This design comes from an exercise in tuning for small area, a short achievable clock period and few clock cycles per item on the open sky130 flow, not from production work.
Function was checked by simulation only, so behaviour that the tests miss may differ from the original.

==> flow/design.v, too long to show whole: its modules and the start of the top module <==
// module sigmoid_unit: 593 lines
// module pfx_row_h3_r11_11_11: 45 lines
// module pfx_row_h3_r12_12_12: 51 lines
// module pfx_row_h3_r13_13_13: 53 lines
// module pfx_row_h3_r14_14_14: 57 lines
// module pfx_row_h3_r15_15_15: 61 lines
// module pfx_row_bk_r15_16_16: 67 lines
// module pfx_row_bk_r16_16_16: 67 lines
// module pfx_row_bk_r16_17_16: 69 lines
module sigmoid_unit (
    input  wire               clk,
    input  wire               rst,
    input  wire               in_valid,
    input  wire signed [15:0] net_in,
    output wire               out_valid,
    output wire signed [31:0] f_net,
    output wire signed [31:0] x,
    output wire signed [31:0] y,
    output wire signed [31:0] z
);
  // ...
==> flow/flow/run.sh <==
#!/bin/bash
set -euo pipefail
export BUFFER_PORTS_ARGS="-buffer_cell sky130_fd_sc_hd__buf_1"
# one tie cell drives all constant outputs
export SKIP_REPAIR_TIE_FANOUT=1
# stronger flip-flops where one drives several output buffers
export POST_GLOBAL_PLACE_TCL=$PWD/flow/upsize_out_ff.tcl UPSIZE_FF4_MIN=4 UPSIZE_FF2_MIN=2
bash standard.sh > standard.log 2>&1
==> flow/flow/upsize_out_ff.tcl <==
# Give the flip-flops that drive several output-port buffers (the copies of
# the sign bits, and the z bits that also drive f_net) a stronger drive.
set block [ord::get_db_block]
set n_up 0
foreach inst [$block getInsts] {
  if {[[$inst getMaster] getName] ne "sky130_fd_sc_hd__dfxtp_1"} { continue }
  set q [$inst findITerm Q]
  set net [$q getNet]
  if {$net eq "NULL"} { continue }
  set nout 0
  foreach it [$net getITerms] {
    if {[string match "output*" [[$it getInst] getName]]} { incr nout }
  }
  if {$nout >= $::env(UPSIZE_FF4_MIN)} {
    replace_cell [$inst getName] sky130_fd_sc_hd__dfxtp_4
    incr n_up
  } elseif {$nout >= $::env(UPSIZE_FF2_MIN)} {
    replace_cell [$inst getName] sky130_fd_sc_hd__dfxtp_2
    incr n_up
  }
}
puts "upsize_out_ff: resized $n_up flip-flops"
==> flow/standard.sh <==
#!/bin/bash
# synth_recipe.tcl (not shown) runs the flow's synth.tcl, then flattens the netlist and writes it again
# the make line also repeats each setting of config.mk as NAME=value (left out here)
make -C /OpenROAD-flow-scripts/flow DESIGN_CONFIG=/design/flow/config.mk WORK_HOME=/design/flow/orfs CLKGATE_MAP_FILE= SYNTH_SCRIPT=/design/flow/synth_recipe.tcl "${@:-finish}"
==> flow/config.mk <==
export PLATFORM = sky130hd
export DESIGN_NAME = sigmoid_unit
export DESIGN_NICKNAME = sigmoid_unit
export VERILOG_FILES = /design/flow/design.v
export SDC_FILE = /design/flow/constraint.sdc
export NUM_CORES = 4
export LEC_CHECK = 0
export ABC_AREA = 1
export CAP_MARGIN = 20
export CORE_MARGIN = 2
export CORE_UTILIZATION = 40
export CTS_BUF_LIST = sky130_fd_sc_hd__clkbuf_4 sky130_fd_sc_hd__clkbuf_8
export SLEW_MARGIN = 20
==> flow/constraint.sdc <==
create_clock -name core_clock -period 62.0 [get_ports {clk}]
set_input_delay 12.4000 -clock core_clock [delete_from_list [all_inputs] [get_ports {clk}]]
set_output_delay 12.4000 -clock core_clock [all_outputs]
set_load 0.01 [all_outputs]
==> summary.txt, run 1 <==
outcome no timing/DRC/antenna violations; Signal buf overhead 3.640%; reg2reg start net_q[15]; #FFs+latches synth 103; uppermost layer routed met4; register name with the most flops xr; Hold-fix buffers, CTS 0; dpl cell area 0.01126 sq mm; GR met1 Demand/Resource 19.48%; Crit-path slowest cell dfxtp_4; CTS Buf Count 9; dominant cell by count in the synthesized netlist nand2_1; Rel. slew slack 43.34%; Syn Area/Cell 7.687 sq um; Non-clk invs 202; post-synthesis mux area share 0.09024%; Crit. End Element primary output; Worst Hold Endpoint vo; Setup crit end y[15]; Finished Core Util 42.24%; most used flip-flop cell after synthesis dfxtp_1; Synth Area in Compound Gates 11.35%; comb_multi_in 1,032; hold path start v1; number of clock sinks 103; mapped cell area 0.01109 sq mm; FF-to-FF End t1[13]; Die W 170.5 um; Tot GR Track Use 16.86%; post-route insts no fill 1,831; commonest non-fill, non-tap cell in the layout nand2_1; die height 170.5 um; RSZ-0062 raised after global routing no
Testbench counts, summed over its fixed seeds: cycles 16,024, items 16,000.
==> module sigmoid_unit, before the edit <==
module sigmoid_unit (
    input  wire               clk,
    input  wire               rst,
    input  wire               in_valid,
    input  wire signed [15:0] net_in,
    output wire               out_valid,
    output wire signed [31:0] f_net,
    output wire signed [31:0] x,
    output wire signed [31:0] y,
    output wire signed [31:0] z
);
reg [15:0] net_q;
reg        v0;
always @(posedge clk) begin
    net_q <= net_in;
    v0    <= in_valid & ~rst;
end
wire        s0 = net_q[15];
wire [15:0] d0 = ((net_q ^ {16{s0}}) + {15'd0, s0} + 16'd1000);
wire [10:0] tk9 = 11'd1953;
wire [10:0] df9;
wire        ge9;
pfx_row_h3_r11_11_11 row9 (.t(tk9), .d(d0[10:0]), .hz(~|d0[15:11]), .ge(ge9), .r(df9));
wire [10:0] tr9 = df9;
wire [11:0] tk8 = {tr9, 1'b0};
wire [11:0] df8;
wire        ge8;
pfx_row_h3_r12_12_12 row8 (.t(tk8), .d(d0[11:0]), .hz(~|d0[15:12]), .ge(ge8), .r(df8));
wire [11:0] tr8 = df8;
wire [12:0] tk7 = {tr8, 1'b0};
wire [12:0] df7;
wire        ge7;
pfx_row_h3_r13_13_13 row7 (.t(tk7), .d(d0[12:0]), .hz(~|d0[15:13]), .ge(ge7), .r(df7));
wire [12:0] tr7 = df7;
wire [13:0] tk6 = {tr7, 1'b0};
wire [13:0] df6;
wire        ge6;
pfx_row_h3_r14_14_14 row6 (.t(tk6), .d(d0[13:0]), .hz(~|d0[15:14]), .ge(ge6), .r(df6));
wire [13:0] tr6 = df6;
wire [14:0] tk5 = {tr6, 1'b1};
wire [14:0] df5;
wire        ge5;
pfx_row_h3_r15_15_15 row5 (.t(tk5), .d(d0[14:0]), .hz(~|d0[15:15]), .ge(ge5), .r(df5));
wire [14:0] tr5 = df5;
reg [15:0] d1;
reg        s1;
reg        v1;
reg [14:0] t1;
reg        q9_1;
reg        q8_1;
reg        q7_1;
reg        q6_1;
reg        q5_1;
always @(posedge clk) begin
    d1 <= d0;
    s1 <= s0;
    v1 <= v0 & ~rst;
    t1 <= tr5;
    q9_1 <= ge9;
    q8_1 <= ge8;
    q7_1 <= ge7;
    q6_1 <= ge6;
    q5_1 <= ge5;
end
wire [15:0] tk4 = {t1, 1'b1};
wire [14:0] df4;
wire        ge4;
pfx_row_bk_r15_16_16 row4 (.t(tk4), .d(d1[15:0]), .hz(1'b1), .ge(ge4), .r(df4));
wire [14:0] tr4 = df4;
wire [15:0] tk3 = {tr4, 1'b1};
wire [14:0] df3;
wire        ge3;
pfx_row_bk_r15_16_16 row3 (.t(tk3), .d(d1[15:0]), .hz(1'b1), .ge(ge3), .r(df3));
wire [14:0] tr3 = df3;
wire [15:0] tk2 = {tr3, 1'b1};
wire [14:0] df2;
wire        ge2;
pfx_row_bk_r15_16_16 row2 (.t(tk2), .d(d1[15:0]), .hz(1'b1), .ge(ge2), .r(df2));
wire [14:0] tr2 = df2;
wire [15:0] tk1 = {tr2, 1'b1};
wire [15:0] df1;
wire        ge1;
pfx_row_bk_r16_16_16 row1 (.t(tk1), .d(d1[15:0]), .hz(1'b1), .ge(ge1), .r(df1));
wire [15:0] tr1 = df1;
wire [16:0] tk0 = {tr1, 1'b1};
wire [15:0] df0;
wire        ge0;
pfx_row_bk_r16_17_16 row0 (.t(tk0), .d(d1[15:0]), .hz(1'b1), .ge(ge0), .r(df0));
wire [8:0]  qh = {q9_1, q8_1, q7_1, q6_1, q5_1, ge4, ge3, ge2, ge1};
wire        q0 = ge0;
wire [8:0] v;
wire [9:0] v_p, v_g;
assign v_g[0] = 1'b0; assign v_p[0] = 1'b0;
assign v_p[1] = (~qh[0]) ^ (1'b0); assign v_g[1] = (~qh[0]) & (1'b0);
assign v_p[2] = (~qh[1]) ^ (1'b0); assign v_g[2] = (~qh[1]) & (1'b0);
assign v_p[3] = (~qh[2]) ^ (1'b1); assign v_g[3] = (~qh[2]) & (1'b1);
assign v_p[4] = (~qh[3]) ^ (1'b0); assign v_g[4] = (~qh[3]) & (1'b0);
assign v_p[5] = (~qh[4]) ^ (1'b1); assign v_g[5] = (~qh[4]) & (1'b1);
assign v_p[6] = (~qh[5]) ^ (1'b1); assign v_g[6] = (~qh[5]) & (1'b1);
assign v_p[7] = (~qh[6]) ^ (1'b1); assign v_g[7] = (~qh[6]) & (1'b1);
assign v_p[8] = (~qh[7]) ^ (1'b1); assign v_g[8] = (~qh[7]) & (1'b1);
assign v_p[9] = (~qh[8]) ^ (1'b1); assign v_g[9] = (~qh[8]) & (1'b1);
wire v_g0_1 = v_g[1] | (v_p[1] & v_g[0]);
wire v_p0_1 = v_p[1] & v_p[0];
wire v_g0_3 = v_g[3] | (v_p[3] & v_g[2]);
wire v_p0_3 = v_p[3] & v_p[2];
wire v_g0_5 = v_g[5] | (v_p[5] & v_g[4]);
wire v_p0_5 = v_p[5] & v_p[4];
wire v_g0_7 = v_g[7] | (v_p[7] & v_g[6]);
wire v_p0_7 = v_p[7] & v_p[6];
wire v_g0_9 = v_g[9] | (v_p[9] & v_g[8]);
wire v_p0_9 = v_p[9] & v_p[8];
wire v_g1_2 = v_g[2] | (v_p[2] & v_g0_1);
wire v_p1_2 = v_p[2] & v_p0_1;
wire v_g1_3 = v_g0_3 | (v_p0_3 & v_g0_1);
wire v_p1_3 = v_p0_3 & v_p0_1;
wire v_g1_6 = v_g[6] | (v_p[6] & v_g0_5);
wire v_p1_6 = v_p[6] & v_p0_5;
wire v_g1_7 = v_g0_7 | (v_p0_7 & v_g0_5);
wire v_p1_7 = v_p0_7 & v_p0_5;
wire v_g2_4 = v_g[4] | (v_p[4] & v_g1_3);
wire v_p2_4 = v_p[4] & v_p1_3;
wire v_g2_5 = v_g0_5 | (v_p0_5 & v_g1_3);
wire v_p2_5 = v_p0_5 & v_p1_3;
wire v_g2_6 = v_g1_6 | (v_p1_6 & v_g1_3);
wire v_p2_6 = v_p1_6 & v_p1_3;
wire v_g2_7 = v_g1_7 | (v_p1_7 & v_g1_3);
wire v_p2_7 = v_p1_7 & v_p1_3;
wire v_g3_8 = v_g[8] | (v_p[8] & v_g2_7);
wire v_p3_8 = v_p[8] & v_p2_7;
wire v_g3_9 = v_g0_9 | (v_p0_9 & v_g2_7);
wire v_p3_9 = v_p0_9 & v_p2_7;
assign v[0] = v_p[1] ^ v_g[0];
assign v[1] = v_p[2] ^ v_g0_1;
assign v[2] = v_p[3] ^ v_g1_2;
assign v[3] = v_p[4] ^ v_g1_3;
assign v[4] = v_p[5] ^ v_g2_4;
assign v[5] = v_p[6] ^ v_g2_5;
assign v[6] = v_p[7] ^ v_g2_6;
assign v[7] = v_p[8] ^ v_g2_7;
assign v[8] = v_p[9] ^ v_g3_8;
wire [9:0] nv;
wire [10:0] nv_p, nv_g;
assign nv_g[0] = 1'b0; assign nv_p[0] = 1'b0;
assign nv_p[1] = (qh[0]) ^ (1'b1); assign nv_g[1] = (qh[0]) & (1'b1);
assign nv_p[2] = (qh[1]) ^ (1'b0); assign nv_g[2] = (qh[1]) & (1'b0);
assign nv_p[3] = (qh[2]) ^ (1'b1); assign nv_g[3] = (qh[2]) & (1'b1);
assign nv_p[4] = (qh[3]) ^ (1'b1); assign nv_g[4] = (qh[3]) & (1'b1);
assign nv_p[5] = (qh[4]) ^ (1'b0); assign nv_g[5] = (qh[4]) & (1'b0);
assign nv_p[6] = (qh[5]) ^ (1'b0); assign nv_g[6] = (qh[5]) & (1'b0);
assign nv_p[7] = (qh[6]) ^ (1'b0); assign nv_g[7] = (qh[6]) & (1'b0);
assign nv_p[8] = (qh[7]) ^ (1'b0); assign nv_g[8] = (qh[7]) & (1'b0);
assign nv_p[9] = (qh[8]) ^ (1'b0); assign nv_g[9] = (qh[8]) & (1'b0);
assign nv_p[10] = (1'b0) ^ (1'b1); assign nv_g[10] = (1'b0) & (1'b1);
wire nv_g0_1 = nv_g[1] | (nv_p[1] & nv_g[0]);
wire nv_p0_1 = nv_p[1] & nv_p[0];
wire nv_g0_3 = nv_g[3] | (nv_p[3] & nv_g[2]);
wire nv_p0_3 = nv_p[3] & nv_p[2];
wire nv_g0_5 = nv_g[5] | (nv_p[5] & nv_g[4]);
wire nv_p0_5 = nv_p[5] & nv_p[4];
wire nv_g0_7 = nv_g[7] | (nv_p[7] & nv_g[6]);
wire nv_p0_7 = nv_p[7] & nv_p[6];
wire nv_g0_9 = nv_g[9] | (nv_p[9] & nv_g[8]);
wire nv_p0_9 = nv_p[9] & nv_p[8];
wire nv_g1_2 = nv_g[2] | (nv_p[2] & nv_g0_1);
wire nv_p1_2 = nv_p[2] & nv_p0_1;
wire nv_g1_3 = nv_g0_3 | (nv_p0_3 & nv_g0_1);
wire nv_p1_3 = nv_p0_3 & nv_p0_1;
wire nv_g1_6 = nv_g[6] | (nv_p[6] & nv_g0_5);
wire nv_p1_6 = nv_p[6] & nv_p0_5;
wire nv_g1_7 = nv_g0_7 | (nv_p0_7 & nv_g0_5);
wire nv_p1_7 = nv_p0_7 & nv_p0_5;
wire nv_g1_10 = nv_g[10] | (nv_p[10] & nv_g0_9);
wire nv_p1_10 = nv_p[10] & nv_p0_9;
wire nv_g2_4 = nv_g[4] | (nv_p[4] & nv_g1_3);
wire nv_p2_4 = nv_p[4] & nv_p1_3;
wire nv_g2_5 = nv_g0_5 | (nv_p0_5 & nv_g1_3);
wire nv_p2_5 = nv_p0_5 & nv_p1_3;
wire nv_g2_6 = nv_g1_6 | (nv_p1_6 & nv_g1_3);
wire nv_p2_6 = nv_p1_6 & nv_p1_3;
wire nv_g2_7 = nv_g1_7 | (nv_p1_7 & nv_g1_3);
wire nv_p2_7 = nv_p1_7 & nv_p1_3;
wire nv_g3_8 = nv_g[8] | (nv_p[8] & nv_g2_7);
wire nv_p3_8 = nv_p[8] & nv_p2_7;
wire nv_g3_9 = nv_g0_9 | (nv_p0_9 & nv_g2_7);
wire nv_p3_9 = nv_p0_9 & nv_p2_7;
wire nv_g3_10 = nv_g1_10 | (nv_p1_10 & nv_g2_7);
wire nv_p3_10 = nv_p1_10 & nv_p2_7;
assign nv[0] = nv_p[1] ^ nv_g[0];
assign nv[1] = nv_p[2] ^ nv_g0_1;
assign nv[2] = nv_p[3] ^ nv_g1_2;
assign nv[3] = nv_p[4] ^ nv_g1_3;
assign nv[4] = nv_p[5] ^ nv_g2_4;
assign nv[5] = nv_p[6] ^ nv_g2_5;
assign nv[6] = nv_p[7] ^ nv_g2_6;
assign nv[7] = nv_p[8] ^ nv_g2_7;
assign nv[8] = nv_p[9] ^ nv_g3_8;
assign nv[9] = nv_p[10] ^ nv_g3_9;
wire [9:0] zp;
wire [10:0] zp_p, zp_g;
assign zp_g[0] = 1'b0; assign zp_p[0] = 1'b0;
assign zp_p[1] = (~qh[0]) ^ (1'b0); assign zp_g[1] = (~qh[0]) & (1'b0);
assign zp_p[2] = (~qh[1]) ^ (1'b0); assign zp_g[2] = (~qh[1]) & (1'b0);
assign zp_p[3] = (~qh[2]) ^ (1'b0); assign zp_g[3] = (~qh[2]) & (1'b0);
assign zp_p[4] = (~qh[3]) ^ (1'b1); assign zp_g[4] = (~qh[3]) & (1'b1);
assign zp_p[5] = (~qh[4]) ^ (1'b0); assign zp_g[5] = (~qh[4]) & (1'b0);
assign zp_p[6] = (~qh[5]) ^ (1'b1); assign zp_g[6] = (~qh[5]) & (1'b1);
assign zp_p[7] = (~qh[6]) ^ (1'b1); assign zp_g[7] = (~qh[6]) & (1'b1);
assign zp_p[8] = (~qh[7]) ^ (1'b1); assign zp_g[8] = (~qh[7]) & (1'b1);
assign zp_p[9] = (~qh[8]) ^ (1'b1); assign zp_g[9] = (~qh[8]) & (1'b1);
assign zp_p[10] = (1'b1) ^ (1'b1); assign zp_g[10] = (1'b1) & (1'b1);
wire zp_g0_1 = zp_g[1] | (zp_p[1] & zp_g[0]);
wire zp_p0_1 = zp_p[1] & zp_p[0];
wire zp_g0_3 = zp_g[3] | (zp_p[3] & zp_g[2]);
wire zp_p0_3 = zp_p[3] & zp_p[2];
wire zp_g0_5 = zp_g[5] | (zp_p[5] & zp_g[4]);
wire zp_p0_5 = zp_p[5] & zp_p[4];
wire zp_g0_7 = zp_g[7] | (zp_p[7] & zp_g[6]);
wire zp_p0_7 = zp_p[7] & zp_p[6];
wire zp_g0_9 = zp_g[9] | (zp_p[9] & zp_g[8]);
wire zp_p0_9 = zp_p[9] & zp_p[8];
wire zp_g1_2 = zp_g[2] | (zp_p[2] & zp_g0_1);
wire zp_p1_2 = zp_p[2] & zp_p0_1;
wire zp_g1_3 = zp_g0_3 | (zp_p0_3 & zp_g0_1);
wire zp_p1_3 = zp_p0_3 & zp_p0_1;
wire zp_g1_6 = zp_g[6] | (zp_p[6] & zp_g0_5);
wire zp_p1_6 = zp_p[6] & zp_p0_5;
wire zp_g1_7 = zp_g0_7 | (zp_p0_7 & zp_g0_5);
wire zp_p1_7 = zp_p0_7 & zp_p0_5;
wire zp_g1_10 = zp_g[10] | (zp_p[10] & zp_g0_9);
wire zp_p1_10 = zp_p[10] & zp_p0_9;
wire zp_g2_4 = zp_g[4] | (zp_p[4] & zp_g1_3);
wire zp_p2_4 = zp_p[4] & zp_p1_3;
wire zp_g2_5 = zp_g0_5 | (zp_p0_5 & zp_g1_3);
wire zp_p2_5 = zp_p0_5 & zp_p1_3;
wire zp_g2_6 = zp_g1_6 | (zp_p1_6 & zp_g1_3);
wire zp_p2_6 = zp_p1_6 & zp_p1_3;
wire zp_g2_7 = zp_g1_7 | (zp_p1_7 & zp_g1_3);
wire zp_p2_7 = zp_p1_7 & zp_p1_3;
wire zp_g3_8 = zp_g[8] | (zp_p[8] & zp_g2_7);
wire zp_p3_8 = zp_p[8] & zp_p2_7;
wire zp_g3_9 = zp_g0_9 | (zp_p0_9 & zp_g2_7);
wire zp_p3_9 = zp_p0_9 & zp_p2_7;
wire zp_g3_10 = zp_g1_10 | (zp_p1_10 & zp_g2_7);
wire zp_p3_10 = zp_p1_10 & zp_p2_7;
assign zp[0] = zp_p[1] ^ zp_g[0];
assign zp[1] = zp_p[2] ^ zp_g0_1;
assign zp[2] = zp_p[3] ^ zp_g1_2;
assign zp[3] = zp_p[4] ^ zp_g1_3;
assign zp[4] = zp_p[5] ^ zp_g2_4;
assign zp[5] = zp_p[6] ^ zp_g2_5;
assign zp[6] = zp_p[7] ^ zp_g2_6;
assign zp[7] = zp_p[8] ^ zp_g2_7;
assign zp[8] = zp_p[9] ^ zp_g3_8;
assign zp[9] = zp_p[10] ^ zp_g3_9;
wire [9:0] qh1;
wire [10:0] qh1_p, qh1_g;
assign qh1_g[0] = 1'b1; assign qh1_p[0] = 1'b0;
assign qh1_p[1] = (qh[0]) ^ (1'b0); assign qh1_g[1] = (qh[0]) & (1'b0);
assign qh1_p[2] = (qh[1]) ^ (1'b0); assign qh1_g[2] = (qh[1]) & (1'b0);
assign qh1_p[3] = (qh[2]) ^ (1'b0); assign qh1_g[3] = (qh[2]) & (1'b0);
assign qh1_p[4] = (qh[3]) ^ (1'b0); assign qh1_g[4] = (qh[3]) & (1'b0);
assign qh1_p[5] = (qh[4]) ^ (1'b0); assign qh1_g[5] = (qh[4]) & (1'b0);
assign qh1_p[6] = (qh[5]) ^ (1'b0); assign qh1_g[6] = (qh[5]) & (1'b0);
assign qh1_p[7] = (qh[6]) ^ (1'b0); assign qh1_g[7] = (qh[6]) & (1'b0);
assign qh1_p[8] = (qh[7]) ^ (1'b0); assign qh1_g[8] = (qh[7]) & (1'b0);
assign qh1_p[9] = (qh[8]) ^ (1'b0); assign qh1_g[9] = (qh[8]) & (1'b0);
assign qh1_p[10] = (1'b0) ^ (1'b0); assign qh1_g[10] = (1'b0) & (1'b0);
wire qh1_g0_1 = qh1_g[1] | (qh1_p[1] & qh1_g[0]);
wire qh1_p0_1 = qh1_p[1] & qh1_p[0];
wire qh1_g0_3 = qh1_g[3] | (qh1_p[3] & qh1_g[2]);
wire qh1_p0_3 = qh1_p[3] & qh1_p[2];
wire qh1_g0_5 = qh1_g[5] | (qh1_p[5] & qh1_g[4]);
wire qh1_p0_5 = qh1_p[5] & qh1_p[4];
wire qh1_g0_7 = qh1_g[7] | (qh1_p[7] & qh1_g[6]);
wire qh1_p0_7 = qh1_p[7] & qh1_p[6];
wire qh1_g0_9 = qh1_g[9] | (qh1_p[9] & qh1_g[8]);
wire qh1_p0_9 = qh1_p[9] & qh1_p[8];
wire qh1_g1_2 = qh1_g[2] | (qh1_p[2] & qh1_g0_1);
wire qh1_p1_2 = qh1_p[2] & qh1_p0_1;
wire qh1_g1_3 = qh1_g0_3 | (qh1_p0_3 & qh1_g0_1);
wire qh1_p1_3 = qh1_p0_3 & qh1_p0_1;
wire qh1_g1_6 = qh1_g[6] | (qh1_p[6] & qh1_g0_5);
wire qh1_p1_6 = qh1_p[6] & qh1_p0_5;
wire qh1_g1_7 = qh1_g0_7 | (qh1_p0_7 & qh1_g0_5);
wire qh1_p1_7 = qh1_p0_7 & qh1_p0_5;
wire qh1_g1_10 = qh1_g[10] | (qh1_p[10] & qh1_g0_9);
wire qh1_p1_10 = qh1_p[10] & qh1_p0_9;
wire qh1_g2_4 = qh1_g[4] | (qh1_p[4] & qh1_g1_3);
wire qh1_p2_4 = qh1_p[4] & qh1_p1_3;
wire qh1_g2_5 = qh1_g0_5 | (qh1_p0_5 & qh1_g1_3);
wire qh1_p2_5 = qh1_p0_5 & qh1_p1_3;
wire qh1_g2_6 = qh1_g1_6 | (qh1_p1_6 & qh1_g1_3);
wire qh1_p2_6 = qh1_p1_6 & qh1_p1_3;
wire qh1_g2_7 = qh1_g1_7 | (qh1_p1_7 & qh1_g1_3);
wire qh1_p2_7 = qh1_p1_7 & qh1_p1_3;
wire qh1_g3_8 = qh1_g[8] | (qh1_p[8] & qh1_g2_7);
wire qh1_p3_8 = qh1_p[8] & qh1_p2_7;
wire qh1_g3_9 = qh1_g0_9 | (qh1_p0_9 & qh1_g2_7);
wire qh1_p3_9 = qh1_p0_9 & qh1_p2_7;
wire qh1_g3_10 = qh1_g1_10 | (qh1_p1_10 & qh1_g2_7);
wire qh1_p3_10 = qh1_p1_10 & qh1_p2_7;
assign qh1[0] = qh1_p[1] ^ qh1_g[0];
assign qh1[1] = qh1_p[2] ^ qh1_g0_1;
assign qh1[2] = qh1_p[3] ^ qh1_g1_2;
assign qh1[3] = qh1_p[4] ^ qh1_g1_3;
assign qh1[4] = qh1_p[5] ^ qh1_g2_4;
assign qh1[5] = qh1_p[6] ^ qh1_g2_5;
assign qh1[6] = qh1_p[7] ^ qh1_g2_6;
assign qh1[7] = qh1_p[8] ^ qh1_g2_7;
assign qh1[8] = qh1_p[9] ^ qh1_g3_8;
assign qh1[9] = qh1_p[10] ^ qh1_g3_9;
wire [9:0]  yv  = s1 ? (q0 ? {nv[8:0], 1'b0} : {~v, 1'b1}) : {v, ~q0};
wire [9:0]  zv  = s1 ? (q0 ? qh1 : {1'b0, qh}) : zp;
wire        yneg0 = s1 & (d1 >= 16'd1002);
wire        yneg1 = s1 & (d1 != 16'd1001);
wire        yneg2 = s1 & ((|d1[15:10]) | (d1[9:0] >= 10'd1002));
wire        yneg3 = s1 & (d1[15:1] != 15'd500);
wire [15:0] nn;
wire [16:0] nn_p, nn_g;
assign nn_g[0] = 1'b0; assign nn_p[0] = 1'b0;
assign nn_p[1] = (d1[0] ^ s1) ^ (s1); assign nn_g[1] = (d1[0] ^ s1) & (s1);
assign nn_p[2] = (d1[1] ^ s1) ^ (1'b0); assign nn_g[2] = (d1[1] ^ s1) & (1'b0);
assign nn_p[3] = (d1[2] ^ s1) ^ (1'b0); assign nn_g[3] = (d1[2] ^ s1) & (1'b0);
assign nn_p[4] = (d1[3] ^ s1) ^ (1'b1); assign nn_g[4] = (d1[3] ^ s1) & (1'b1);
assign nn_p[5] = (d1[4] ^ s1) ^ (~s1); assign nn_g[5] = (d1[4] ^ s1) & (~s1);
assign nn_p[6] = (d1[5] ^ s1) ^ (s1); assign nn_g[6] = (d1[5] ^ s1) & (s1);
assign nn_p[7] = (d1[6] ^ s1) ^ (s1); assign nn_g[7] = (d1[6] ^ s1) & (s1);
assign nn_p[8] = (d1[7] ^ s1) ^ (s1); assign nn_g[8] = (d1[7] ^ s1) & (s1);
assign nn_p[9] = (d1[8] ^ s1) ^ (s1); assign nn_g[9] = (d1[8] ^ s1) & (s1);
assign nn_p[10] = (d1[9] ^ s1) ^ (s1); assign nn_g[10] = (d1[9] ^ s1) & (s1);
assign nn_p[11] = (d1[10] ^ s1) ^ (~s1); assign nn_g[11] = (d1[10] ^ s1) & (~s1);
assign nn_p[12] = (d1[11] ^ s1) ^ (~s1); assign nn_g[12] = (d1[11] ^ s1) & (~s1);
assign nn_p[13] = (d1[12] ^ s1) ^ (~s1); assign nn_g[13] = (d1[12] ^ s1) & (~s1);
assign nn_p[14] = (d1[13] ^ s1) ^ (~s1); assign nn_g[14] = (d1[13] ^ s1) & (~s1);
assign nn_p[15] = (d1[14] ^ s1) ^ (~s1); assign nn_g[15] = (d1[14] ^ s1) & (~s1);
assign nn_p[16] = (d1[15] ^ s1) ^ (~s1); assign nn_g[16] = (d1[15] ^ s1) & (~s1);
wire nn_g0_1 = nn_g[1] | (nn_p[1] & nn_g[0]);
wire nn_p0_1 = nn_p[1] & nn_p[0];
wire nn_g1_2 = nn_g[2] | (nn_p[2] & nn_g0_1);
wire nn_p1_2 = nn_p[2] & nn_p0_1;
wire nn_g2_3 = nn_g[3] | (nn_p[3] & nn_g1_2);
wire nn_p2_3 = nn_p[3] & nn_p1_2;
wire nn_g3_4 = nn_g[4] | (nn_p[4] & nn_g2_3);
wire nn_p3_4 = nn_p[4] & nn_p2_3;
wire nn_g4_5 = nn_g[5] | (nn_p[5] & nn_g3_4);
wire nn_p4_5 = nn_p[5] & nn_p3_4;
wire nn_g5_6 = nn_g[6] | (nn_p[6] & nn_g4_5);
wire nn_p5_6 = nn_p[6] & nn_p4_5;
wire nn_g6_7 = nn_g[7] | (nn_p[7] & nn_g5_6);
wire nn_p6_7 = nn_p[7] & nn_p5_6;
wire nn_g7_8 = nn_g[8] | (nn_p[8] & nn_g6_7);
wire nn_p7_8 = nn_p[8] & nn_p6_7;
wire nn_g8_9 = nn_g[9] | (nn_p[9] & nn_g7_8);
wire nn_p8_9 = nn_p[9] & nn_p7_8;
wire nn_g9_10 = nn_g[10] | (nn_p[10] & nn_g8_9);
wire nn_p9_10 = nn_p[10] & nn_p8_9;
wire nn_g10_11 = nn_g[11] | (nn_p[11] & nn_g9_10);
wire nn_p10_11 = nn_p[11] & nn_p9_10;
wire nn_g11_12 = nn_g[12] | (nn_p[12] & nn_g10_11);
wire nn_p11_12 = nn_p[12] & nn_p10_11;
wire nn_g12_13 = nn_g[13] | (nn_p[13] & nn_g11_12);
wire nn_p12_13 = nn_p[13] & nn_p11_12;
wire nn_g13_14 = nn_g[14] | (nn_p[14] & nn_g12_13);
wire nn_p13_14 = nn_p[14] & nn_p12_13;
wire nn_g14_15 = nn_g[15] | (nn_p[15] & nn_g13_14);
wire nn_p14_15 = nn_p[15] & nn_p13_14;
wire nn_g15_16 = nn_g[16] | (nn_p[16] & nn_g14_15);
wire nn_p15_16 = nn_p[16] & nn_p14_15;
assign nn[0] = nn_p[1] ^ nn_g[0];
assign nn[1] = nn_p[2] ^ nn_g0_1;
assign nn[2] = nn_p[3] ^ nn_g1_2;
assign nn[3] = nn_p[4] ^ nn_g2_3;
assign nn[4] = nn_p[5] ^ nn_g3_4;
assign nn[5] = nn_p[6] ^ nn_g4_5;
assign nn[6] = nn_p[7] ^ nn_g5_6;
assign nn[7] = nn_p[8] ^ nn_g6_7;
assign nn[8] = nn_p[9] ^ nn_g7_8;
assign nn[9] = nn_p[10] ^ nn_g8_9;
assign nn[10] = nn_p[11] ^ nn_g9_10;
assign nn[11] = nn_p[12] ^ nn_g10_11;
assign nn[12] = nn_p[13] ^ nn_g11_12;
assign nn[13] = nn_p[14] ^ nn_g12_13;
assign nn[14] = nn_p[15] ^ nn_g13_14;
assign nn[15] = nn_p[16] ^ nn_g14_15;
wire [21:0] n22  = {{6{s1}}, nn};
wire [21:0] x1;
wire [22:0] x1_p, x1_g;
assign x1_g[0] = 1'b0; assign x1_p[0] = 1'b0;
assign x1_p[1] = (n22[0]) ^ (1'b0); assign x1_g[1] = (n22[0]) & (1'b0);
assign x1_p[2] = (n22[1]) ^ (1'b0); assign x1_g[2] = (n22[1]) & (1'b0);
assign x1_p[3] = (n22[2]) ^ (1'b0); assign x1_g[3] = (n22[2]) & (1'b0);
assign x1_p[4] = (n22[3]) ^ (1'b0); assign x1_g[4] = (n22[3]) & (1'b0);
assign x1_p[5] = (n22[4]) ^ (1'b0); assign x1_g[5] = (n22[4]) & (1'b0);
assign x1_p[6] = (n22[5]) ^ (1'b0); assign x1_g[6] = (n22[5]) & (1'b0);
assign x1_p[7] = (n22[6]) ^ (1'b0); assign x1_g[7] = (n22[6]) & (1'b0);
assign x1_p[8] = (n22[7]) ^ (n22[0]); assign x1_g[8] = (n22[7]) & (n22[0]);
assign x1_p[9] = (n22[8]) ^ (n22[1]); assign x1_g[9] = (n22[8]) & (n22[1]);
assign x1_p[10] = (n22[9]) ^ (n22[2]); assign x1_g[10] = (n22[9]) & (n22[2]);
assign x1_p[11] = (n22[10]) ^ (n22[3]); assign x1_g[11] = (n22[10]) & (n22[3]);
assign x1_p[12] = (n22[11]) ^ (n22[4]); assign x1_g[12] = (n22[11]) & (n22[4]);
assign x1_p[13] = (n22[12]) ^ (n22[5]); assign x1_g[13] = (n22[12]) & (n22[5]);
assign x1_p[14] = (n22[13]) ^ (n22[6]); assign x1_g[14] = (n22[13]) & (n22[6]);
assign x1_p[15] = (n22[14]) ^ (n22[7]); assign x1_g[15] = (n22[14]) & (n22[7]);
assign x1_p[16] = (n22[15]) ^ (n22[8]); assign x1_g[16] = (n22[15]) & (n22[8]);
assign x1_p[17] = (n22[16]) ^ (n22[9]); assign x1_g[17] = (n22[16]) & (n22[9]);
assign x1_p[18] = (n22[17]) ^ (n22[10]); assign x1_g[18] = (n22[17]) & (n22[10]);
assign x1_p[19] = (n22[18]) ^ (n22[11]); assign x1_g[19] = (n22[18]) & (n22[11]);
assign x1_p[20] = (n22[19]) ^ (n22[12]); assign x1_g[20] = (n22[19]) & (n22[12]);
assign x1_p[21] = (n22[20]) ^ (n22[13]); assign x1_g[21] = (n22[20]) & (n22[13]);
assign x1_p[22] = (n22[21]) ^ (n22[14]); assign x1_g[22] = (n22[21]) & (n22[14]);
wire x1_g0_1 = x1_g[1] | (x1_p[1] & x1_g[0]);
wire x1_p0_1 = x1_p[1] & x1_p[0];
wire x1_g1_2 = x1_g[2] | (x1_p[2] & x1_g0_1);
wire x1_p1_2 = x1_p[2] & x1_p0_1;
wire x1_g2_3 = x1_g[3] | (x1_p[3] & x1_g1_2);
wire x1_p2_3 = x1_p[3] & x1_p1_2;
wire x1_g3_4 = x1_g[4] | (x1_p[4] & x1_g2_3);
wire x1_p3_4 = x1_p[4] & x1_p2_3;
wire x1_g4_5 = x1_g[5] | (x1_p[5] & x1_g3_4);
wire x1_p4_5 = x1_p[5] & x1_p3_4;
wire x1_g5_6 = x1_g[6] | (x1_p[6] & x1_g4_5);
wire x1_p5_6 = x1_p[6] & x1_p4_5;
wire x1_g6_7 = x1_g[7] | (x1_p[7] & x1_g5_6);
wire x1_p6_7 = x1_p[7] & x1_p5_6;
wire x1_g7_8 = x1_g[8] | (x1_p[8] & x1_g6_7);
wire x1_p7_8 = x1_p[8] & x1_p6_7;
wire x1_g8_9 = x1_g[9] | (x1_p[9] & x1_g7_8);
wire x1_p8_9 = x1_p[9] & x1_p7_8;
wire x1_g9_10 = x1_g[10] | (x1_p[10] & x1_g8_9);
wire x1_p9_10 = x1_p[10] & x1_p8_9;
wire x1_g10_11 = x1_g[11] | (x1_p[11] & x1_g9_10);
wire x1_p10_11 = x1_p[11] & x1_p9_10;
wire x1_g11_12 = x1_g[12] | (x1_p[12] & x1_g10_11);
wire x1_p11_12 = x1_p[12] & x1_p10_11;
wire x1_g12_13 = x1_g[13] | (x1_p[13] & x1_g11_12);
wire x1_p12_13 = x1_p[13] & x1_p11_12;
wire x1_g13_14 = x1_g[14] | (x1_p[14] & x1_g12_13);
wire x1_p13_14 = x1_p[14] & x1_p12_13;
wire x1_g14_15 = x1_g[15] | (x1_p[15] & x1_g13_14);
wire x1_p14_15 = x1_p[15] & x1_p13_14;
wire x1_g15_16 = x1_g[16] | (x1_p[16] & x1_g14_15);
wire x1_p15_16 = x1_p[16] & x1_p14_15;
wire x1_g16_17 = x1_g[17] | (x1_p[17] & x1_g15_16);
wire x1_p16_17 = x1_p[17] & x1_p15_16;
wire x1_g17_18 = x1_g[18] | (x1_p[18] & x1_g16_17);
wire x1_p17_18 = x1_p[18] & x1_p16_17;
wire x1_g18_19 = x1_g[19] | (x1_p[19] & x1_g17_18);
wire x1_p18_19 = x1_p[19] & x1_p17_18;
wire x1_g19_20 = x1_g[20] | (x1_p[20] & x1_g18_19);
wire x1_p19_20 = x1_p[20] & x1_p18_19;
wire x1_g20_21 = x1_g[21] | (x1_p[21] & x1_g19_20);
wire x1_p20_21 = x1_p[21] & x1_p19_20;
wire x1_g21_22 = x1_g[22] | (x1_p[22] & x1_g20_21);
wire x1_p21_22 = x1_p[22] & x1_p20_21;
assign x1[0] = x1_p[1] ^ x1_g[0];
assign x1[1] = x1_p[2] ^ x1_g0_1;
assign x1[2] = x1_p[3] ^ x1_g1_2;
assign x1[3] = x1_p[4] ^ x1_g2_3;
assign x1[4] = x1_p[5] ^ x1_g3_4;
assign x1[5] = x1_p[6] ^ x1_g4_5;
assign x1[6] = x1_p[7] ^ x1_g5_6;
assign x1[7] = x1_p[8] ^ x1_g6_7;
assign x1[8] = x1_p[9] ^ x1_g7_8;
assign x1[9] = x1_p[10] ^ x1_g8_9;
assign x1[10] = x1_p[11] ^ x1_g9_10;
assign x1[11] = x1_p[12] ^ x1_g10_11;
assign x1[12] = x1_p[13] ^ x1_g11_12;
assign x1[13] = x1_p[14] ^ x1_g12_13;
assign x1[14] = x1_p[15] ^ x1_g13_14;
assign x1[15] = x1_p[16] ^ x1_g14_15;
assign x1[16] = x1_p[17] ^ x1_g15_16;
assign x1[17] = x1_p[18] ^ x1_g16_17;
assign x1[18] = x1_p[19] ^ x1_g17_18;
assign x1[19] = x1_p[20] ^ x1_g18_19;
assign x1[20] = x1_p[21] ^ x1_g19_20;
assign x1[21] = x1_p[22] ^ x1_g20_21;
wire [21:0] xx;
wire [22:0] xx_p, xx_g;
assign xx_g[0] = 1'b1; assign xx_p[0] = 1'b0;
assign xx_p[1] = (x1[0]) ^ (1'b1); assign xx_g[1] = (x1[0]) & (1'b1);
assign xx_p[2] = (x1[1]) ^ (1'b1); assign xx_g[2] = (x1[1]) & (1'b1);
assign xx_p[3] = (x1[2]) ^ (~n22[0]); assign xx_g[3] = (x1[2]) & (~n22[0]);
assign xx_p[4] = (x1[3]) ^ (~n22[1]); assign xx_g[4] = (x1[3]) & (~n22[1]);
assign xx_p[5] = (x1[4]) ^ (~n22[2]); assign xx_g[5] = (x1[4]) & (~n22[2]);
assign xx_p[6] = (x1[5]) ^ (~n22[3]); assign xx_g[6] = (x1[5]) & (~n22[3]);
assign xx_p[7] = (x1[6]) ^ (~n22[4]); assign xx_g[7] = (x1[6]) & (~n22[4]);
assign xx_p[8] = (x1[7]) ^ (~n22[5]); assign xx_g[8] = (x1[7]) & (~n22[5]);
assign xx_p[9] = (x1[8]) ^ (~n22[6]); assign xx_g[9] = (x1[8]) & (~n22[6]);
assign xx_p[10] = (x1[9]) ^ (~n22[7]); assign xx_g[10] = (x1[9]) & (~n22[7]);
assign xx_p[11] = (x1[10]) ^ (~n22[8]); assign xx_g[11] = (x1[10]) & (~n22[8]);
assign xx_p[12] = (x1[11]) ^ (~n22[9]); assign xx_g[12] = (x1[11]) & (~n22[9]);
assign xx_p[13] = (x1[12]) ^ (~n22[10]); assign xx_g[13] = (x1[12]) & (~n22[10]);
assign xx_p[14] = (x1[13]) ^ (~n22[11]); assign xx_g[14] = (x1[13]) & (~n22[11]);
assign xx_p[15] = (x1[14]) ^ (~n22[12]); assign xx_g[15] = (x1[14]) & (~n22[12]);
assign xx_p[16] = (x1[15]) ^ (~n22[13]); assign xx_g[16] = (x1[15]) & (~n22[13]);
assign xx_p[17] = (x1[16]) ^ (~n22[14]); assign xx_g[17] = (x1[16]) & (~n22[14]);
assign xx_p[18] = (x1[17]) ^ (~n22[15]); assign xx_g[18] = (x1[17]) & (~n22[15]);
assign xx_p[19] = (x1[18]) ^ (~n22[16]); assign xx_g[19] = (x1[18]) & (~n22[16]);
assign xx_p[20] = (x1[19]) ^ (~n22[17]); assign xx_g[20] = (x1[19]) & (~n22[17]);
assign xx_p[21] = (x1[20]) ^ (~n22[18]); assign xx_g[21] = (x1[20]) & (~n22[18]);
assign xx_p[22] = (x1[21]) ^ (~n22[19]); assign xx_g[22] = (x1[21]) & (~n22[19]);
wire xx_g0_1 = xx_g[1] | (xx_p[1] & xx_g[0]);
wire xx_p0_1 = xx_p[1] & xx_p[0];
wire xx_g1_2 = xx_g[2] | (xx_p[2] & xx_g0_1);
wire xx_p1_2 = xx_p[2] & xx_p0_1;
wire xx_g2_3 = xx_g[3] | (xx_p[3] & xx_g1_2);
wire xx_p2_3 = xx_p[3] & xx_p1_2;
wire xx_g3_4 = xx_g[4] | (xx_p[4] & xx_g2_3);
wire xx_p3_4 = xx_p[4] & xx_p2_3;
wire xx_g4_5 = xx_g[5] | (xx_p[5] & xx_g3_4);
wire xx_p4_5 = xx_p[5] & xx_p3_4;
wire xx_g5_6 = xx_g[6] | (xx_p[6] & xx_g4_5);
wire xx_p5_6 = xx_p[6] & xx_p4_5;
wire xx_g6_7 = xx_g[7] | (xx_p[7] & xx_g5_6);
wire xx_p6_7 = xx_p[7] & xx_p5_6;
wire xx_g7_8 = xx_g[8] | (xx_p[8] & xx_g6_7);
wire xx_p7_8 = xx_p[8] & xx_p6_7;
wire xx_g8_9 = xx_g[9] | (xx_p[9] & xx_g7_8);
wire xx_p8_9 = xx_p[9] & xx_p7_8;
wire xx_g9_10 = xx_g[10] | (xx_p[10] & xx_g8_9);
wire xx_p9_10 = xx_p[10] & xx_p8_9;
wire xx_g10_11 = xx_g[11] | (xx_p[11] & xx_g9_10);
wire xx_p10_11 = xx_p[11] & xx_p9_10;
wire xx_g11_12 = xx_g[12] | (xx_p[12] & xx_g10_11);
wire xx_p11_12 = xx_p[12] & xx_p10_11;
wire xx_g12_13 = xx_g[13] | (xx_p[13] & xx_g11_12);
wire xx_p12_13 = xx_p[13] & xx_p11_12;
wire xx_g13_14 = xx_g[14] | (xx_p[14] & xx_g12_13);
wire xx_p13_14 = xx_p[14] & xx_p12_13;
wire xx_g14_15 = xx_g[15] | (xx_p[15] & xx_g13_14);
wire xx_p14_15 = xx_p[15] & xx_p13_14;
wire xx_g15_16 = xx_g[16] | (xx_p[16] & xx_g14_15);
wire xx_p15_16 = xx_p[16] & xx_p14_15;
wire xx_g16_17 = xx_g[17] | (xx_p[17] & xx_g15_16);
wire xx_p16_17 = xx_p[17] & xx_p15_16;
wire xx_g17_18 = xx_g[18] | (xx_p[18] & xx_g16_17);
wire xx_p17_18 = xx_p[18] & xx_p16_17;
wire xx_g18_19 = xx_g[19] | (xx_p[19] & xx_g17_18);
wire xx_p18_19 = xx_p[19] & xx_p17_18;
wire xx_g19_20 = xx_g[20] | (xx_p[20] & xx_g18_19);
wire xx_p19_20 = xx_p[20] & xx_p18_19;
wire xx_g20_21 = xx_g[21] | (xx_p[21] & xx_g19_20);
wire xx_p20_21 = xx_p[21] & xx_p19_20;
wire xx_g21_22 = xx_g[22] | (xx_p[22] & xx_g20_21);
wire xx_p21_22 = xx_p[22] & xx_p20_21;
assign xx[0] = xx_p[1] ^ xx_g[0];
assign xx[1] = xx_p[2] ^ xx_g0_1;
assign xx[2] = xx_p[3] ^ xx_g1_2;
assign xx[3] = xx_p[4] ^ xx_g2_3;
assign xx[4] = xx_p[5] ^ xx_g3_4;
assign xx[5] = xx_p[6] ^ xx_g4_5;
assign xx[6] = xx_p[7] ^ xx_g5_6;
assign xx[7] = xx_p[8] ^ xx_g6_7;
assign xx[8] = xx_p[9] ^ xx_g7_8;
assign xx[9] = xx_p[10] ^ xx_g8_9;
assign xx[10] = xx_p[11] ^ xx_g9_10;
assign xx[11] = xx_p[12] ^ xx_g10_11;
assign xx[12] = xx_p[13] ^ xx_g11_12;
assign xx[13] = xx_p[14] ^ xx_g12_13;
assign xx[14] = xx_p[15] ^ xx_g13_14;
assign xx[15] = xx_p[16] ^ xx_g14_15;
assign xx[16] = xx_p[17] ^ xx_g15_16;
assign xx[17] = xx_p[18] ^ xx_g16_17;
assign xx[18] = xx_p[19] ^ xx_g17_18;
assign xx[19] = xx_p[20] ^ xx_g18_19;
assign xx[20] = xx_p[21] ^ xx_g19_20;
assign xx[21] = xx_p[22] ^ xx_g20_21;
reg        vo;
reg [2:0] xs;
reg [3:0] ys;
reg [21:0] xr;
reg [9:0]  yr;
reg [9:0]  zr;
always @(posedge clk) begin
    vo <= v1 & ~rst;
    xs[0] <= s1;
    xs[1] <= s1 & (d1 != 16'd1000);
    xs[2] <= nn[15];
    ys[0] <= yneg0;
    ys[1] <= yneg1;
    ys[2] <= yneg2;
    ys[3] <= yneg3;
    xr <= xx;
    yr <= yv;
    zr <= zv;
end
assign out_valid = vo;
assign x     = {xs[0], xs[0], xs[0], xs[1], xs[1], xs[2], xs[2], xr, 3'b000};
assign y     = {ys[0], ys[0], ys[0], ys[0], ys[0], ys[0], ys[1], ys[1], ys[1], ys[1], ys[1], ys[2], ys[2], ys[2], ys[2], ys[2], ys[2], ys[3], ys[3], ys[3], ys[3], ys[3], yr};
assign z     = {21'd0, zr, yr[0]};
assign f_net = {22'd0, zr};
endmodule
==> run 2: changes to the inputs <==
--- a/flow/design.v
+++ b/flow/design.v
@@ -19,26 +19,26 @@
 wire [15:0] d0 = ((net_q ^ {16{s0}}) + {15'd0, s0} + 16'd1000);
-wire [10:0] tk9 = 11'd1953;
+wire [10:0] tk9 = ~11'd1953;    
 wire [10:0] df9;
 wire        ge9;
-pfx_row_h3_r11_11_11 row9 (.t(tk9), .d(d0[10:0]), .hz(~|d0[15:11]), .ge(ge9), .r(df9));
+pfxi_row_h3_r11_11_11 row9 (.t(tk9), .d(d0[10:0]), .hz(~|d0[15:11]), .ge(ge9), .r(df9));
 wire [10:0] tr9 = df9;
-wire [11:0] tk8 = {tr9, 1'b0};
+wire [11:0] tk8 = {tr9, 1'b1};
 wire [11:0] df8;
 wire        ge8;
-pfx_row_h3_r12_12_12 row8 (.t(tk8), .d(d0[11:0]), .hz(~|d0[15:12]), .ge(ge8), .r(df8));
+pfxi_row_h3_r12_12_12 row8 (.t(tk8), .d(d0[11:0]), .hz(~|d0[15:12]), .ge(ge8), .r(df8));
 wire [11:0] tr8 = df8;
-wire [12:0] tk7 = {tr8, 1'b0};
+wire [12:0] tk7 = {tr8, 1'b1};
 wire [12:0] df7;
 wire        ge7;
-pfx_row_h3_r13_13_13 row7 (.t(tk7), .d(d0[12:0]), .hz(~|d0[15:13]), .ge(ge7), .r(df7));
+pfxi_row_h3_r13_13_13 row7 (.t(tk7), .d(d0[12:0]), .hz(~|d0[15:13]), .ge(ge7), .r(df7));
 wire [12:0] tr7 = df7;
-wire [13:0] tk6 = {tr7, 1'b0};
+wire [13:0] tk6 = {tr7, 1'b1};
 wire [13:0] df6;
 wire        ge6;
-pfx_row_h3_r14_14_14 row6 (.t(tk6), .d(d0[13:0]), .hz(~|d0[15:14]), .ge(ge6), .r(df6));
+pfxi_row_h3_r14_14_14 row6 (.t(tk6), .d(d0[13:0]), .hz(~|d0[15:14]), .ge(ge6), .r(df6));
 wire [13:0] tr6 = df6;
-wire [14:0] tk5 = {tr6, 1'b1};
+wire [14:0] tk5 = {tr6, 1'b0};
 wire [14:0] df5;
 wire        ge5;
-pfx_row_h3_r15_15_15 row5 (.t(tk5), .d(d0[14:0]), .hz(~|d0[15:15]), .ge(ge5), .r(df5));
+pfxi_row_h3_r15_15_15 row5 (.t(tk5), .d(d0[14:0]), .hz(~|d0[15:15]), .ge(ge5), .r(df5));
 wire [14:0] tr5 = df5;
@@ -64,26 +64,26 @@
 end
-wire [15:0] tk4 = {t1, 1'b1};
+wire [15:0] tk4 = {t1, 1'b0};
 wire [14:0] df4;
 wire        ge4;
-pfx_row_bk_r15_16_16 row4 (.t(tk4), .d(d1[15:0]), .hz(1'b1), .ge(ge4), .r(df4));
+pfxi_row_bk_r15_16_16 row4 (.t(tk4), .d(d1[15:0]), .hz(1'b1), .ge(ge4), .r(df4));
 wire [14:0] tr4 = df4;
-wire [15:0] tk3 = {tr4, 1'b1};
+wire [15:0] tk3 = {tr4, 1'b0};
 wire [14:0] df3;
 wire        ge3;
-pfx_row_bk_r15_16_16 row3 (.t(tk3), .d(d1[15:0]), .hz(1'b1), .ge(ge3), .r(df3));
+pfxi_row_bk_r15_16_16 row3 (.t(tk3), .d(d1[15:0]), .hz(1'b1), .ge(ge3), .r(df3));
 wire [14:0] tr3 = df3;
-wire [15:0] tk2 = {tr3, 1'b1};
+wire [15:0] tk2 = {tr3, 1'b0};
 wire [14:0] df2;
 wire        ge2;
-pfx_row_bk_r15_16_16 row2 (.t(tk2), .d(d1[15:0]), .hz(1'b1), .ge(ge2), .r(df2));
+pfxi_row_bk_r15_16_16 row2 (.t(tk2), .d(d1[15:0]), .hz(1'b1), .ge(ge2), .r(df2));
 wire [14:0] tr2 = df2;
-wire [15:0] tk1 = {tr2, 1'b1};
+wire [15:0] tk1 = {tr2, 1'b0};
 wire [15:0] df1;
 wire        ge1;
-pfx_row_bk_r16_16_16 row1 (.t(tk1), .d(d1[15:0]), .hz(1'b1), .ge(ge1), .r(df1));
+pfxi_row_bk_r16_16_16 row1 (.t(tk1), .d(d1[15:0]), .hz(1'b1), .ge(ge1), .r(df1));
 wire [15:0] tr1 = df1;
-wire [16:0] tk0 = {tr1, 1'b1};
+wire [16:0] tk0 = {tr1, 1'b0};
 wire [15:0] df0;
 wire        ge0;
-pfx_row_bk_r16_17_16 row0 (.t(tk0), .d(d1[15:0]), .hz(1'b1), .ge(ge0), .r(df0));
+pfxi_row_bk_r16_17_16 row0 (.t(tk0), .d(d1[15:0]), .hz(1'b1), .ge(ge0), .r(df0));
 wire [8:0]  qh = {q9_1, q8_1, q7_1, q6_1, q5_1, ge4, ge3, ge2, ge1};
@@ -593,3 +593,3 @@
 endmodule
-module pfx_row_h3_r11_11_11 (
+module pfxi_row_h3_r11_11_11 (
     input  wire [10:0] t,
@@ -601,4 +601,4 @@
 wire [10:0] dd = d;
-wire [10:0] p = ~(t ^ dd);    
-wire [10:0] g = ~t & dd;      
+wire [10:0] p = t ^ dd;    
+wire [10:0] g = t & dd;    
 wire g0_1 = g[1] | (p[1] & g[0]);
@@ -635,6 +635,6 @@
 assign ge = hz & ~g4_10;
-wire [10:0] df = t ^ dd ^ bi;
-assign r  = ge ? df[10:0] : t[10:0];
+wire [10:0] dn = p ^ bi;    
+assign r  = ge ? dn[10:0] : t[10:0];
 endmodule
-module pfx_row_h3_r12_12_12 (
+module pfxi_row_h3_r12_12_12 (
     input  wire [11:0] t,
@@ -646,4 +646,4 @@
 wire [11:0] dd = d;
-wire [11:0] p = ~(t ^ dd);    
-wire [11:0] g = ~t & dd;      
+wire [11:0] p = t ^ dd;    
+wire [11:0] g = t & dd;    
 wire g0_1 = g[1] | (p[1] & g[0]);
@@ -686,6 +686,6 @@
 assign ge = hz & ~g3_11;
-wire [11:0] df = t ^ dd ^ bi;
-assign r  = ge ? df[11:0] : t[11:0];
+wire [11:0] dn = p ^ bi;    
+assign r  = ge ? dn[11:0] : t[11:0];
 endmodule
-module pfx_row_h3_r13_13_13 (
+module pfxi_row_h3_r13_13_13 (
     input  wire [12:0] t,
@@ -697,4 +697,4 @@
 wire [12:0] dd = d;
-wire [12:0] p = ~(t ^ dd);    
-wire [12:0] g = ~t & dd;      
+wire [12:0] p = t ^ dd;    
+wire [12:0] g = t & dd;    
 wire g0_1 = g[1] | (p[1] & g[0]);
@@ -739,6 +739,6 @@
 assign ge = hz & ~g4_12;
-wire [12:0] df = t ^ dd ^ bi;
-assign r  = ge ? df[12:0] : t[12:0];
+wire [12:0] dn = p ^ bi;    
+assign r  = ge ? dn[12:0] : t[12:0];
 endmodule
-module pfx_row_h3_r14_14_14 (
+module pfxi_row_h3_r14_14_14 (
     input  wire [13:0] t,
@@ -750,4 +750,4 @@
 wire [13:0] dd = d;
-wire [13:0] p = ~(t ^ dd);    
-wire [13:0] g = ~t & dd;      
+wire [13:0] p = t ^ dd;    
+wire [13:0] g = t & dd;    
 wire g0_1 = g[1] | (p[1] & g[0]);
@@ -796,6 +796,6 @@
 assign ge = hz & ~g4_13;
-wire [13:0] df = t ^ dd ^ bi;
-assign r  = ge ? df[13:0] : t[13:0];
+wire [13:0] dn = p ^ bi;    
+assign r  = ge ? dn[13:0] : t[13:0];
 endmodule
-module pfx_row_h3_r15_15_15 (
+module pfxi_row_h3_r15_15_15 (
     input  wire [14:0] t,
@@ -807,4 +807,4 @@
 wire [14:0] dd = d;
-wire [14:0] p = ~(t ^ dd);    
-wire [14:0] g = ~t & dd;      
+wire [14:0] p = t ^ dd;    
+wire [14:0] g = t & dd;    
 wire g0_1 = g[1] | (p[1] & g[0]);
@@ -857,6 +857,6 @@
 assign ge = hz & ~g4_14;
-wire [14:0] df = t ^ dd ^ bi;
-assign r  = ge ? df[14:0] : t[14:0];
+wire [14:0] dn = p ^ bi;    
+assign r  = ge ? dn[14:0] : t[14:0];
 endmodule
-module pfx_row_bk_r15_16_16 (
+module pfxi_row_bk_r15_16_16 (
     input  wire [15:0] t,
@@ -868,4 +868,4 @@
 wire [15:0] dd = d;
-wire [15:0] p = ~(t ^ dd);    
-wire [15:0] g = ~t & dd;      
+wire [15:0] p = t ^ dd;    
+wire [15:0] g = t & dd;    
 wire g0_1 = g[1] | (p[1] & g[0]);
@@ -924,6 +924,6 @@
 assign ge = hz & ~g3_15;
-wire [15:0] df = t ^ dd ^ bi;
-assign r  = ge ? df[14:0] : t[14:0];
+wire [15:0] dn = p ^ bi;    
+assign r  = ge ? dn[14:0] : t[14:0];
 endmodule
-module pfx_row_bk_r16_16_16 (
+module pfxi_row_bk_r16_16_16 (
     input  wire [15:0] t,
@@ -935,4 +935,4 @@
 wire [15:0] dd = d;
-wire [15:0] p = ~(t ^ dd);    
-wire [15:0] g = ~t & dd;      
+wire [15:0] p = t ^ dd;    
+wire [15:0] g = t & dd;    
 wire g0_1 = g[1] | (p[1] & g[0]);
@@ -991,6 +991,6 @@
 assign ge = hz & ~g3_15;
-wire [15:0] df = t ^ dd ^ bi;
-assign r  = ge ? df[15:0] : t[15:0];
+wire [15:0] dn = p ^ bi;    
+assign r  = ge ? dn[15:0] : t[15:0];
 endmodule
-module pfx_row_bk_r16_17_16 (
+module pfxi_row_bk_r16_17_16 (
     input  wire [16:0] t,
@@ -1002,4 +1002,4 @@
 wire [16:0] dd = {1'd0, d};
-wire [16:0] p = ~(t ^ dd);    
-wire [16:0] g = ~t & dd;      
+wire [16:0] p = t ^ dd;    
+wire [16:0] g = t & dd;    
 wire g0_1 = g[1] | (p[1] & g[0]);
@@ -1060,4 +1060,4 @@
 assign ge = hz & ~g6_16;
-wire [16:0] df = t ^ dd ^ bi;
-assign r  = ge ? df[15:0] : t[15:0];
+wire [16:0] dn = p ^ bi;    
+assign r  = ge ? dn[15:0] : t[15:0];
 endmodule
--- a/flow/config.mk
+++ b/flow/config.mk
@@ -11,3 +11,2 @@
 export CORE_UTILIZATION = 40
-export CTS_BUF_LIST = sky130_fd_sc_hd__clkbuf_4 sky130_fd_sc_hd__clkbuf_8
 export SLEW_MARGIN = 20
==> run 2 against run 1 <==
  * Critical path type unchanged
  * Die area fell by 1.3%
  * Critical path depth did not move
  * Clock skew fell by 9.1 ps
  * Sequential cell count did not move
  * Highest routed layer unchanged
  * Worst setup slack improved by 50 ps
  * Cell count fell by 6.2%
==> summary.txt, run 2 <==
Die W 169.4 um (was 170.5 um); CP startpoint ys[0] (was ys[2]); H-tree levels 3 (unchanged); top cell type's share of synthesized area 18.85% (was 18.59%); critical-path cell list buf_1 (unchanged); Clock Latency Late Sink 360 ps (was 400 ps); Crit-path slowest cell dfxtp_4 (unchanged); FMAX 75.28 MHz (was 74.99 MHz); # diodes 0 (unchanged); Synth cell types 55 (was 51); max FFs per register 22 (unchanged); Crit path buffers/inverters 1 (unchanged); CORE AREA 0.02688 sq mm (was 0.02710 sq mm); commonest non-fill, non-tap cells in the layout nand2_1, inv_1, ha_1 (unchanged); endpoints failing setup 0 (unchanged); crit path max fanout 6 (unchanged); CTS root buffer clkbuf_16 (was clkbuf_8); period utilization 21.43% (was 21.51%); Starting Density 40.71% (was 40.93%); reg2reg start net_q[15] (unchanged); biggest regs xr (22), d1 (16), net_q (16) (unchanged); r2r worst-path depth 68 (was 65); Post-synth EDFFs 0 (unchanged); Hold-fix buffers, CTS 0 (unchanged); mapped cell area 0.01094 sq mm (was 0.01109 sq mm); WP data required 49,600 ps (about the same); DR DRC count 0 (unchanged); max-slew violations 0 (unchanged); final clock skew 15.97 ps (was 25.10 ps); GRT Residual Overflow 0 (unchanged); initial antenna violation count 0 (unchanged); synth top area cells dfxtp_1, ha_1, fa_1 (unchanged); Rel. slew slack 28.80% (was 43.34%); Slew @ Worst Pin 1060 ps (was 847.8 ps); DR iter-0 viols 289 (was 380); Synthesized Nets 1,592 (was 1,679); Final Hold Viols 0 (unchanged); #FFs+latches synth 103 (unchanged); Min Clock Period, post-route 13,280 ps (was 13,330 ps); Setup crit end y[28] (was y[15]); area delta synth->final 4.083% (was 3.203%); dominant cell by count in the synthesized netlist nand2_1 (unchanged); FF-to-FF End t1[13] (unchanged); Syn Area/Cell 8.062 sq um (was 7.687 sq um); fin nets 1,606 (was 1,690); Post CTS Setup Buffer Count 0 (unchanged); Crit. End Element primary output (unchanged); CTS Buf Count 9 (unchanged); Crit Path Class reg2out (unchanged); Finished Core Util 42.37% (was 42.24%); commonest non-fill, non-tap cell in the layout nand2_1 (unchanged); ANT nets after route 0 (unchanged); Synth async-reset ratio 0% (unchanged); vias per inst 4.803 (was 4.735); number of clock sinks 103 (unchanged); Seq/Total Area, Yosys 18.85% (was 18.59%); Tot GR Track Use 16.53% (was 16.86%); setup_tns 0 ps (unchanged); io pins 148 (unchanged); share of cells above drive strength 1 7.776% (was 6.785%); Longest Clk Path Bufs 2 (unchanged); Die ar. 0.02869 sq mm (was 0.02908 sq mm); Design Area, Final 0.01139 sq mm (was 0.01145 sq mm); outcome no timing/DRC/antenna violations (unchanged); RSZ-0062 raised after global routing no (unchanged); Final HPWL DP 18,600 um (was 19,230 um); dpl cell area 0.01109 sq mm (was 0.01126 sq mm); max incr delay on CP 370 ps (was 380 ps); most used flip-flop cell after synthesis dfxtp_1 (unchanged); kind of cell adding the most delay to the critical path flip-flops (unchanged); register name with the most flops xr (unchanged); first-pass GRT wire length 38,540 um (was 39,760 um); Reg clk slew, reported paths 90 ps (was 110 ps); WL/cell 12.97 um (was 12.35 um); Levels on crit path 1 (unchanged); pin count of the biggest net entering global routing 47 (unchanged); Critical Path Source Type register (unchanged); post-synth top area cell dfxtp_1 (unchanged); Post-Synthesis Cells 1,357 (was 1,443); post_cts resized 0 (unchanged); most frequent cells after synthesis nand2_1, inv_1, ha_1 (unchanged); Worst R2R Setup Slack 49,200 ps (was 49,700 ps); die height 169.4 um (was 170.5 um); vias in the first global route 8,193 (was 8,606); final wirelength 22,280 um (was 22,610 um); DRT Pass-1 Iters 6 (was 4); IO Port Bufs 101 (unchanged); number of max-cap violations 0 (unchanged); min-delay worst type reg2reg (unchanged); crit path DAT 880 ps (was 930 ps); CTS tree built (unchanged); via count 8,247 (was 8,670); synthesis warning total 1 (unchanged); row cnt 60 (unchanged)
-- run 2: cell types whose count changed in the layout (fill, tap and decap cells not counted), moves of 5 or more --
cell	previous run	this run
clkbuf_8	9	0
inv_2	9	1
nand3_4	0	5
o21ai_1	31	2
clkbuf_16	0	9
inv_1	188	167
xnor2_1	39	47
nor2_2	8	2
xor2_1	53	40
o21ai_0	76	104
nand2_1	330	284
nor2_1	68	58
-- run 2: metrics by stage --
step	hold WS [ps]	worst slack, ps	std cells
2_1_floorplan	367.1	49030	1357
3_3_place_gp	390.2	49070	1701
3_5_place_dp	395.2	49040	1701
4_1_cts	408.4	48700	1717
5_1_grt	419.0	47520	1717
6_report	406.3	48720	1717
-- run 2: how the worst min path moves through the flow --
stage / startpoint / to / slack [ps] / cells after the start
3_5_place_dp: v0 / v1 / 400 / 2
4_1_cts: v0 / v1 / 410 / 2
2_1_floorplan: net_q[15] / s1 / 370 / 0
6_report: v0 / v1 / 410 / 2
3_3_place_gp: v0 / v1 / 390 / 2
5_1_grt: v0 / v1 / 420 / 2
-- run 2: layout make-up --
class | instances | area (sq um)
Fill cell | 2751 | 15490
Multi-Input combinational cell | 976 | 7485
Sequential cell | 103 | 2095
Inverter | 174 | 659.4
Tap cell | 341 | 426.7
Timing Repair Buffer | 107 | 424.2
Clock buffer | 9 | 225.2
Clock inverter | 7 | 72.57
-- run 2: cell families after synthesis --
group	after synthesis	share of synthesized area, %
adder cells (fa/ha/maj)	216	30.05
flip-flops	103	18.85
XOR/XNOR	95	8.566
AO/OA/AOI/OAI	211	10.90
other	1	0.03428
AND/OR/NAND/NOR	453	18.86
buffers and inverters	278	12.74
-- run 2: tightest hold or removal path, delay by kind of cell (launching register included) --
kind,cells,cell delay (ps)
DFF,1,310
and+or+nand+nor,1,30
buffers and inverters,1,40
-- run 2: layer usage --
layer	wire, um	track usage, %
met4	354	4.311
met3	517	2.076
met2	11190	30.67
met5	0	0
met1	10220	20.14
Testbench counts of run 2, summed over its fixed seeds: cycles 16,024, items 16,000.

## separate check: timing with driven ports
In the flow no input, the clock included, has a driving cell. The finished layouts below were timed again as built, in two steps. Step 1: set_driving_cell puts a clkbuf_16 on clk and a buf_2 on each other input, an assumption about the parent block. Step 2 moves the port delays by t, midway between the first and last clock arrival at a register: inputs arrive t later, outputs are due t later. That takes back most of the time a late clock gives input paths. Three values: ideal ports, drivers, drivers and shift; two values: the first two.
run	t, ns	setup slack, ns	worst setup path at the end
run 1	0.427	48.666 / 48.626 / 49.053	register to output
run 2	0.404	48.716 / 48.669 / 49.073	register to output
After both steps every run listed still meets setup and hold.
